Background: an optimization exercise with open tools, aiming at a short achievable clock period and few clock cycles. Do not read the settings as production practice. Only simulation tests tie the RTL to the original design; equivalence was not proved. Power is estimated from default activity; no workload was simulated.

==> inputs of garnet <==
Design MIPS_CPU, start of the top module:
module MIPS_CPU(
	input rst, Go, clk,
	output [31:0] Leddata, Count_cycle, Count_branch, Count_jmp,
	input [4:0] probe,
	output [31:0] mem_probe,
	output [9:0] imem_addr,
	input [31:0] imem_data,
	output halted
    );
export LEC_CHECK = 0
export CAP_MARGIN = 40
export CORE_MARGIN = 2
export CORE_UTILIZATION = 30
export PLACE_DENSITY = 0.5
export SETUP_SLACK_MARGIN = 4.5
export SLEW_MARGIN = 40
export SYNTH_HIERARCHICAL = 1
export SYNTH_MINIMUM_KEEP_SIZE = 0
export TNS_END_PERCENT = 100
create_clock -name core_clock -period 10.0 [get_ports {clk}]
run.sh (not shown) runs the stock make flow with config.mk's settings and CLKGATE_MAP_FILE= SYNTH_SCRIPT=/design/flow/synth_recipe.tcl, a recipe that flattens the netlist after the stock synthesis.
==> amber (differences from garnet) <==
--- a/flow/design.v
+++ b/flow/design.v
@@ -264,38 +264,38 @@
     output reg [31:0] count;
     always @(posedge clk) begin
      if(clr) count <= 0;
       else  if(running) count <= count+1;
     end
 endmodule
 `timescale 1ns / 1ps
-module RAM(wsel, lane, data_in, sb, memWrite, clk, clr, data_out, mem_probe, probe);
-    input [31:0] wsel;
+module RAM(rsel0, rsel1, wsel, lane, data_in, sb, memWrite, clk, clr, data_out, data_out1, mem_probe, probe);
+    input [31:0] rsel0, rsel1, wsel;
     input [1:0] lane;
     input [31:0] data_in;
     input sb, memWrite, clk, clr;
-    output reg [31:0] data_out;
+    output [31:0] data_out, data_out1;
     output [31:0] mem_probe;
     input wire [4:0] probe;
     wire [31:0] words [0:31];
     genvar fw, sl;
     generate for (sl = 0; sl < 4; sl = sl + 1) begin : g_sl
         wire [255:0] flat;
         for (fw = 0; fw < 32; fw = fw + 1) begin : g_flat
             assign flat[8*fw+7:8*fw] = words[fw][8*sl+7:8*sl];
         end
         psel8 pm(probe, flat, mem_probe[8*sl+7:8*sl]);
     end endgenerate
-    integer i;
-    always @(*) begin
-        data_out = 32'd0;
-        for (i = 0; i < 32; i = i + 1) begin
-            data_out = data_out | ({32{wsel[i]}} & words[i]);
-        end
-    end
+    wire [1023:0] flatw;
+    genvar fx;
+    generate for (fx = 0; fx < 32; fx = fx + 1) begin : g_flatw
+        assign flatw[32*fx+31:32*fx] = words[fx];
+    end endgenerate
+    sel32 rd0(rsel0, flatw, data_out);
+    sel32 rd1(rsel1, flatw, data_out1);
     genvar w, b;
     generate
         for (w = 0; w < 32; w = w + 1) begin : g_word
             for (b = 0; b < 4; b = b + 1) begin : g_byte
                 reg [7:0] byte_q;
                 always @(posedge clk or posedge clr) begin
                     if(clr) byte_q <= 8'h0;
@@ -344,20 +344,22 @@
 wire [31:0] imm1 = {{16{signext1 & IR1[15]}}, IR1[15:0]};
 reg        B0_regwrite, B1_regwrite, B_memwrite;
 reg        B0_memtoreg, B1_memtoreg, B0_jal, B1_jal, B_sb;
 reg [4:0]  B0_wnum, B1_wnum;
 reg [9:0]  B0_aluop, B1_aluop;
 reg [4:0]  B0_shamt, B1_shamt;
 reg [31:0] B0_x, B0_y, B1_x, B1_y, B_sd, B0_pc4, B1_pc4;
-reg [6:0]  B_mx, B_my;        
+reg [6:0]  B0_mx, B0_my, B1_mx, B1_my;   
 reg        B_mslot;           
 reg        B0_cb, B1_cb, B0_pt, B1_pt, B0_jmp, B1_jmp;
+reg        B1_chain;           
 reg [2:0]  B0_bop, B1_bop;    
 reg [31:0] B0_alt, B1_alt;    
 wire [31:0] B0_din, B1_din;
+wire [31:0] alu0, alu1;
 wire B0_ok = B0_regwrite & (B0_wnum != 5'd0);
 wire B1_ok = B1_regwrite & (B1_wnum != 5'd0);
 wire [31:0] rf_a0, rf_b0, rf_a1, rf_b1, rf_v0, rf_a0r;
 wire rf_gz0, rf_gz1;
 RegFile regFile1(rs0, rt0, rs1, rt1, B0_wnum, B1_wnum, B0_din, B1_din,
 	B0_regwrite, B1_we, clk, rf_a0, rf_b0, rf_a1, rf_b1, rf_v0, rf_a0r,
 	rf_gz0, rf_gz1);
@@ -409,28 +411,27 @@
 			4'd1:  aluoh = 10'b1000000000;
 			default: aluoh = 10'b0000000000;
 		endcase
 	end
 endfunction
 wire cb0 = beq0 | bne0 | bgtz0;
 wire cb1 = beq1 | bne1 | bgtz1;
-wire gzd0 = ~B0_din[31] & (B0_din != 32'd0);
-wire gzd1 = ~B1_din[31] & (B1_din != 32'd0);
-wire gz0 = (sa0[0] & rf_gz0) | (sa0[1] & gzd0) | (sa0[2] & gzd1);
-wire gz1 = (sa1[0] & rf_gz1) | (sa1[1] & gzd0) | (sa1[2] & gzd1);
+wire gz0 = sa0[0] ? rf_gz0 : IR0[15];
+wire gz1 = sa1[0] ? rf_gz1 : IR1[15];
 wire pt0 = bne0 | (beq0 & IR0[15]) | (bgtz0 & gz0);    
-wire pt1 = bne1 | (beq1 & IR1[15]) | (bgtz1 & gz1);
+wire dep = regwrite0 & (wnum0 != 5'd0) &
+	((use_rs1 & (rs1 == wnum0)) | (use_rt1 & (rt1 == wnum0)));
+wire chain = dep & bgtz1 & ~memtoreg0 & ~jal0;
+wire pt1 = bne1 | (beq1 & IR1[15]) | (bgtz1 & (chain ? IR1[15] : gz1));
 wire taken0 = cb0 & pt0;
 wire taken1 = cb1 & pt1;
 wire mis;                   
 wire mis0;
 wire [31:0] redirect;
-wire dep = regwrite0 & (wnum0 != 5'd0) &
-	((use_rs1 & (rs1 == wnum0)) | (use_rt1 & (rt1 == wnum0)));
-wire pair = I1_valid & ~syscall0 & ~is_jump0 & ~syscall1 & ~(is_mem0 & is_mem1) & ~dep;
+wire pair = I1_valid & ~syscall0 & ~is_jump0 & ~syscall1 & ~(memwrite0 & is_mem1) & (~dep | chain);    
 wire ex0 = ~mis;             
 wire ex1 = pair & ~taken0 & ~mis;    
 wire [31:0] PC4 = PC + 32'd4;
 wire [31:0] PC8 = PC + 32'd8;
 wire [31:0] bt0 = PC4 + {imm0[29:0], 2'b00};
 wire [31:0] bt1 = PC8 + {imm1[29:0], 2'b00};
 wire [31:0] jt0 = {PC[31:28], IR0[25:0], 2'b00};
@@ -517,43 +518,47 @@
 		B1_memtoreg <= memtoreg1; B1_jal <= jal1;
 		B1_wnum <= wnum1; B1_aluop <= memtoreg1 ? 10'd0 : aluoh(alu_op1);
 		B1_shamt <= srlv1 ? A1[4:0] : IR1[10:6];
 		B1_x <= A1;
 		B1_y <= alu_src1 ? imm1 : Bv1;
 		B1_pc4 <= PC8;
 		B1_pt <= pt1; B1_bop <= {bgtz1, bne1, beq1};
+		B1_chain <= chain;
 		B1_alt <= pt1 ? PC8 : bt1;
-		B_sb <= is_mem0 ? sb0 : sb1;
-		B_sd <= is_mem0 ? Bv0 : Bv1;
-		B_mslot <= ~is_mem0;
-		B_mx <= is_mem0 ? A0[6:0] : A1[6:0];
-		B_my <= is_mem0 ? imm0[6:0] : imm1[6:0];
+		B_sb <= memwrite0 ? sb0 : sb1;
+		B_sd <= memwrite0 ? Bv0 : Bv1;
+		B_mslot <= ~memwrite0;
+		B0_mx <= A0[6:0]; B0_my <= imm0[6:0];
+		B1_mx <= A1[6:0]; B1_my <= imm1[6:0];
 	end
 end
 wire act0, act1;
 BrUnit bru0(B0_x, B0_y, B0_bop, act0);
-BrUnit bru1(B1_x, B1_y, B1_bop, act1);
+wire [31:0] B1_bx = B1_chain ? alu0 : B1_x;
+BrUnit bru1(B1_bx, B1_y, B1_bop, act1);
 assign mis0 = B0_cb & (act0 != B0_pt);
 wire mis1 = B1_cb & (act1 != B1_pt) & ~mis0;
 assign mis = mis0 | mis1;
 assign redirect = mis0 ? B0_alt : B1_alt;
 wire B1_live = ~mis0;       
 wire B1_we = B1_regwrite & B1_live;
 wire B_mwe = B_memwrite & (~B_mslot | B1_live);
 LedData led(run & show, A0r, clk, rst, Leddata);
-wire [31:0] alu0, alu1;
 ALU alu_0(B0_x, B0_y, B0_aluop, B0_shamt, alu0);
 ALU alu_1(B1_x, B1_y, B1_aluop, B1_shamt, alu1);
-wire [6:0] maddr = B_mx + B_my;
-wire [31:0] B_wsel;
-dec32 mdec(maddr[6:2], B_wsel);
-wire [1:0] B_lane = maddr[1:0];
-wire [31:0] mem_out;
-RAM RAM1(B_wsel, B_lane, B_sd, B_sb, B_mwe, clk, rst, mem_out, mem_probe, probe);
-assign B0_din = ({32{B0_jal}} & B0_pc4) | ({32{B0_memtoreg}} & mem_out) | alu0;
-assign B1_din = ({32{B1_jal}} & B1_pc4) | ({32{B1_memtoreg}} & mem_out) | alu1;
+wire [6:0] maddr0 = B0_mx + B0_my;
+wire [6:0] maddr1 = B1_mx + B1_my;
+wire [31:0] wsel0, wsel1;
+dec32 mdec0(maddr0[6:2], wsel0);
+dec32 mdec1(maddr1[6:2], wsel1);
+wire [31:0] B_wsel = B_mslot ? wsel1 : wsel0;       
+wire [1:0]  B_lane = B_mslot ? maddr1[1:0] : maddr0[1:0];
+wire [31:0] mem_out0, mem_out1;
+RAM RAM1(wsel0, wsel1, B_wsel, B_lane, B_sd, B_sb, B_mwe, clk, rst, mem_out0, mem_out1, mem_probe, probe);
+assign B0_din = ({32{B0_jal}} & B0_pc4) | ({32{B0_memtoreg}} & mem_out0) | alu0;
+assign B1_din = ({32{B1_jal}} & B1_pc4) | ({32{B1_memtoreg}} & mem_out1) | alu1;
 wire br_cnt = (B0_cb & act0) | (B1_cb & act1 & B1_live);
 wire jmp_cnt = B0_jmp | (B1_jmp & B1_live);
 Counter count1(run, clk, rst, Count_cycle);
 Counter count2(br_cnt, clk, rst, Count_branch);
 Counter count3(jmp_cnt, clk, rst, Count_jmp);
 endmodule
==> cedar (differences from garnet) <==
--- a/flow/design.v
+++ b/flow/design.v
@@ -264,36 +264,38 @@
     output reg [31:0] count;
     always @(posedge clk) begin
      if(clr) count <= 0;
       else  if(running) count <= count+1;
     end
 endmodule
 `timescale 1ns / 1ps
-module RAM(wsel, lane, data_in, sb, memWrite, clk, clr, data_out, mem_probe, probe);
-    input [31:0] wsel;
+module RAM(rsel0, rsel1, wsel, lane, data_in, sb, memWrite, clk, clr, data_out, data_out1, mem_probe, probe);
+    input [31:0] rsel0, rsel1, wsel;
     input [1:0] lane;
     input [31:0] data_in;
     input sb, memWrite, clk, clr;
-    output reg [31:0] data_out;
+    output reg [31:0] data_out, data_out1;
     output [31:0] mem_probe;
     input wire [4:0] probe;
     wire [31:0] words [0:31];
     genvar fw, sl;
     generate for (sl = 0; sl < 4; sl = sl + 1) begin : g_sl
         wire [255:0] flat;
         for (fw = 0; fw < 32; fw = fw + 1) begin : g_flat
             assign flat[8*fw+7:8*fw] = words[fw][8*sl+7:8*sl];
         end
         psel8 pm(probe, flat, mem_probe[8*sl+7:8*sl]);
     end endgenerate
     integer i;
     always @(*) begin
         data_out = 32'd0;
+        data_out1 = 32'd0;
         for (i = 0; i < 32; i = i + 1) begin
-            data_out = data_out | ({32{wsel[i]}} & words[i]);
+            data_out = data_out | ({32{rsel0[i]}} & words[i]);
+            data_out1 = data_out1 | ({32{rsel1[i]}} & words[i]);
         end
     end
     genvar w, b;
     generate
         for (w = 0; w < 32; w = w + 1) begin : g_word
             for (b = 0; b < 4; b = b + 1) begin : g_byte
                 reg [7:0] byte_q;
@@ -344,20 +346,22 @@
 wire [31:0] imm1 = {{16{signext1 & IR1[15]}}, IR1[15:0]};
 reg        B0_regwrite, B1_regwrite, B_memwrite;
 reg        B0_memtoreg, B1_memtoreg, B0_jal, B1_jal, B_sb;
 reg [4:0]  B0_wnum, B1_wnum;
 reg [9:0]  B0_aluop, B1_aluop;
 reg [4:0]  B0_shamt, B1_shamt;
 reg [31:0] B0_x, B0_y, B1_x, B1_y, B_sd, B0_pc4, B1_pc4;
-reg [6:0]  B_mx, B_my;        
+reg [6:0]  B0_mx, B0_my, B1_mx, B1_my;   
 reg        B_mslot;           
 reg        B0_cb, B1_cb, B0_pt, B1_pt, B0_jmp, B1_jmp;
+reg        B1_chain;           
 reg [2:0]  B0_bop, B1_bop;    
 reg [31:0] B0_alt, B1_alt;    
 wire [31:0] B0_din, B1_din;
+wire [31:0] alu0, alu1;
 wire B0_ok = B0_regwrite & (B0_wnum != 5'd0);
 wire B1_ok = B1_regwrite & (B1_wnum != 5'd0);
 wire [31:0] rf_a0, rf_b0, rf_a1, rf_b1, rf_v0, rf_a0r;
 wire rf_gz0, rf_gz1;
 RegFile regFile1(rs0, rt0, rs1, rt1, B0_wnum, B1_wnum, B0_din, B1_din,
 	B0_regwrite, B1_we, clk, rf_a0, rf_b0, rf_a1, rf_b1, rf_v0, rf_a0r,
 	rf_gz0, rf_gz1);
@@ -414,23 +418,24 @@
 wire cb0 = beq0 | bne0 | bgtz0;
 wire cb1 = beq1 | bne1 | bgtz1;
 wire gzd0 = ~B0_din[31] & (B0_din != 32'd0);
 wire gzd1 = ~B1_din[31] & (B1_din != 32'd0);
 wire gz0 = (sa0[0] & rf_gz0) | (sa0[1] & gzd0) | (sa0[2] & gzd1);
 wire gz1 = (sa1[0] & rf_gz1) | (sa1[1] & gzd0) | (sa1[2] & gzd1);
 wire pt0 = bne0 | (beq0 & IR0[15]) | (bgtz0 & gz0);    
-wire pt1 = bne1 | (beq1 & IR1[15]) | (bgtz1 & gz1);
+wire dep = regwrite0 & (wnum0 != 5'd0) &
+	((use_rs1 & (rs1 == wnum0)) | (use_rt1 & (rt1 == wnum0)));
+wire chain = dep & bgtz1 & ~memtoreg0 & ~jal0;
+wire pt1 = bne1 | (beq1 & IR1[15]) | (bgtz1 & (chain ? IR1[15] : gz1));
 wire taken0 = cb0 & pt0;
 wire taken1 = cb1 & pt1;
 wire mis;                   
 wire mis0;
 wire [31:0] redirect;
-wire dep = regwrite0 & (wnum0 != 5'd0) &
-	((use_rs1 & (rs1 == wnum0)) | (use_rt1 & (rt1 == wnum0)));
-wire pair = I1_valid & ~syscall0 & ~is_jump0 & ~syscall1 & ~(is_mem0 & is_mem1) & ~dep;
+wire pair = I1_valid & ~syscall0 & ~is_jump0 & ~syscall1 & ~(memwrite0 & is_mem1) & (~dep | chain);    
 wire ex0 = ~mis;             
 wire ex1 = pair & ~taken0 & ~mis;    
 wire [31:0] PC4 = PC + 32'd4;
 wire [31:0] PC8 = PC + 32'd8;
 wire [31:0] bt0 = PC4 + {imm0[29:0], 2'b00};
 wire [31:0] bt1 = PC8 + {imm1[29:0], 2'b00};
 wire [31:0] jt0 = {PC[31:28], IR0[25:0], 2'b00};
@@ -517,43 +522,47 @@
 		B1_memtoreg <= memtoreg1; B1_jal <= jal1;
 		B1_wnum <= wnum1; B1_aluop <= memtoreg1 ? 10'd0 : aluoh(alu_op1);
 		B1_shamt <= srlv1 ? A1[4:0] : IR1[10:6];
 		B1_x <= A1;
 		B1_y <= alu_src1 ? imm1 : Bv1;
 		B1_pc4 <= PC8;
 		B1_pt <= pt1; B1_bop <= {bgtz1, bne1, beq1};
+		B1_chain <= chain;
 		B1_alt <= pt1 ? PC8 : bt1;
-		B_sb <= is_mem0 ? sb0 : sb1;
-		B_sd <= is_mem0 ? Bv0 : Bv1;
-		B_mslot <= ~is_mem0;
-		B_mx <= is_mem0 ? A0[6:0] : A1[6:0];
-		B_my <= is_mem0 ? imm0[6:0] : imm1[6:0];
+		B_sb <= memwrite0 ? sb0 : sb1;
+		B_sd <= memwrite0 ? Bv0 : Bv1;
+		B_mslot <= ~memwrite0;
+		B0_mx <= A0[6:0]; B0_my <= imm0[6:0];
+		B1_mx <= A1[6:0]; B1_my <= imm1[6:0];
 	end
 end
 wire act0, act1;
 BrUnit bru0(B0_x, B0_y, B0_bop, act0);
-BrUnit bru1(B1_x, B1_y, B1_bop, act1);
+wire [31:0] B1_bx = B1_chain ? alu0 : B1_x;
+BrUnit bru1(B1_bx, B1_y, B1_bop, act1);
 assign mis0 = B0_cb & (act0 != B0_pt);
 wire mis1 = B1_cb & (act1 != B1_pt) & ~mis0;
 assign mis = mis0 | mis1;
 assign redirect = mis0 ? B0_alt : B1_alt;
 wire B1_live = ~mis0;       
 wire B1_we = B1_regwrite & B1_live;
 wire B_mwe = B_memwrite & (~B_mslot | B1_live);
 LedData led(run & show, A0r, clk, rst, Leddata);
-wire [31:0] alu0, alu1;
 ALU alu_0(B0_x, B0_y, B0_aluop, B0_shamt, alu0);
 ALU alu_1(B1_x, B1_y, B1_aluop, B1_shamt, alu1);
-wire [6:0] maddr = B_mx + B_my;
-wire [31:0] B_wsel;
-dec32 mdec(maddr[6:2], B_wsel);
-wire [1:0] B_lane = maddr[1:0];
-wire [31:0] mem_out;
-RAM RAM1(B_wsel, B_lane, B_sd, B_sb, B_mwe, clk, rst, mem_out, mem_probe, probe);
-assign B0_din = ({32{B0_jal}} & B0_pc4) | ({32{B0_memtoreg}} & mem_out) | alu0;
-assign B1_din = ({32{B1_jal}} & B1_pc4) | ({32{B1_memtoreg}} & mem_out) | alu1;
+wire [6:0] maddr0 = B0_mx + B0_my;
+wire [6:0] maddr1 = B1_mx + B1_my;
+wire [31:0] wsel0, wsel1;
+dec32 mdec0(maddr0[6:2], wsel0);
+dec32 mdec1(maddr1[6:2], wsel1);
+wire [31:0] B_wsel = B_mslot ? wsel1 : wsel0;       
+wire [1:0]  B_lane = B_mslot ? maddr1[1:0] : maddr0[1:0];
+wire [31:0] mem_out0, mem_out1;
+RAM RAM1(wsel0, wsel1, B_wsel, B_lane, B_sd, B_sb, B_mwe, clk, rst, mem_out0, mem_out1, mem_probe, probe);
+assign B0_din = ({32{B0_jal}} & B0_pc4) | ({32{B0_memtoreg}} & mem_out0) | alu0;
+assign B1_din = ({32{B1_jal}} & B1_pc4) | ({32{B1_memtoreg}} & mem_out1) | alu1;
 wire br_cnt = (B0_cb & act0) | (B1_cb & act1 & B1_live);
 wire jmp_cnt = B0_jmp | (B1_jmp & B1_live);
 Counter count1(run, clk, rst, Count_cycle);
 Counter count2(br_cnt, clk, rst, Count_branch);
 Counter count3(jmp_cnt, clk, rst, Count_jmp);
 endmodule
==> comparison table <==
Status: amber no timing/DRC/antenna violations; cedar no timing/DRC/antenna violations; garnet no timing/DRC/antenna violations
Sum of buffers and inverters on the critical path: amber 9; cedar 6; garnet 7
Slowest stage cell on the critical path: amber sky130_fd_sc_hd__fa_2; cedar sky130_fd_sc_hd__or4_4; garnet sky130_fd_sc_hd__or4_4
Post-CTS repair timing setup buffer count: amber 470; cedar 405; garnet 414
CTS buffer count: amber 403; cedar 408; garnet 400
Signal buf overhead: amber 6.05%; cedar 6.98%; garnet 5.83%
Slew HR: amber 23.2%; cedar 23.7%; garnet 25.2%
Min cycle time layout: amber 6520 ps; cedar 6980 ps; garnet 6600 ps
Mean cell area of the mapped netlist: amber 12.4 µm²; cedar 12.1 µm²; garnet 12.3 µm²
Wire length of the first global-routing pass: amber 1870 mm; cedar 2120 mm; garnet 1820 mm
Clock power share: amber 16.7%; cedar 16.0%; garnet 16.2%
Worst Max-Slew Pin Slew: amber 1130 ps; cedar 1140 ps; garnet 1110 ps
Number of inserted filler cells in the final layout: amber 82,600; cedar 80,700; garnet 78,900
Sequential logic power: amber 22.6 mW; cedar 24.8 mW; garnet 23.4 mW
Worst IR Drop VDD: amber 0.676 mV; cedar 0.647 mV; garnet 0.787 mV
GPL Wtd Cong: amber 1.04; cedar 1.05; garnet 1.03
Storage element area: amber 89,700 µm²; cedar 89,700 µm²; garnet 89,600 µm²
Nets: amber 21,700; cedar 21,700; garnet 20,600
Met1 Track Usage GR: amber 39.0%; cedar 45.8%; garnet 40.6%
Detail-routed net length per standard cell: amber 42.1 µm; cedar 49.7 µm; garnet 43.1 µm
Clock sink total: amber 3,203; cedar 3,203; garnet 3,202
Hold wc startpoint: amber PC[0]$_DFFE_PP0P_; cedar count1.count[22]$_SDFFE_PP0P_; garnet PC[1]$_DFFE_PP0P_
Utilization of the core after routing: amber 35.7%; cedar 36.1%; garnet 35.5%
Maximum net fanout on the critical path: amber 8; cedar 13; garnet 8
Max Clk Rate: amber 153 MHz; cedar 143 MHz; garnet 152 MHz
Testbench counts of garnet, summed over its fixed seeds: cycles 65,707.
Testbench counts of amber, summed over its fixed seeds: cycles 62,667.
Testbench counts of cedar, summed over its fixed seeds: cycles 62,213.

[re-timing with driven ports]
How much do the figures lean on ideal ports? The routed layouts below were timed once more, with nothing changed but the port constraints. Step 1 (the two cells are an assumption about what drives the block):
set clk [get_ports {clk}]
set_driving_cell -lib_cell sky130_fd_sc_hd__clkbuf_16 $clk
set_driving_cell -lib_cell sky130_fd_sc_hd__buf_2 [delete_from_list [all_inputs] $clk]
Step 2, shift: input delay + t, output delay - t, t = (earliest + latest rising clock arrival at the registers) / 2. This alone moves slack from input paths to output paths. a / b / c = no drivers / after step 1 / after step 2; a / b = the first two.
run | shift t [ns] | setup WS [ns] | hold slack, ns | worst setup path after step 2 | clock arrival spread, ns
garnet | 1.247 | 3.401 / 3.401 / 2.684 | 0.447 / 0.447 / 0.447 | input to register | 0.124 / 0.124
amber | 1.230 | 3.482 / 3.482 / 2.758 | 0.456 / 0.456 / 0.456 | input to register | 0.156 / 0.156
cedar | 1.284 | 3.020 / 3.020 / 2.345 | 0.498 / 0.498 / 0.498 | input to register | 0.138 / 0.139
After both steps every run listed still meets setup and hold. For amber, which loses most, drivers alone change the setup slack by 0.000 ns; drivers and shift together by -0.724 ns.
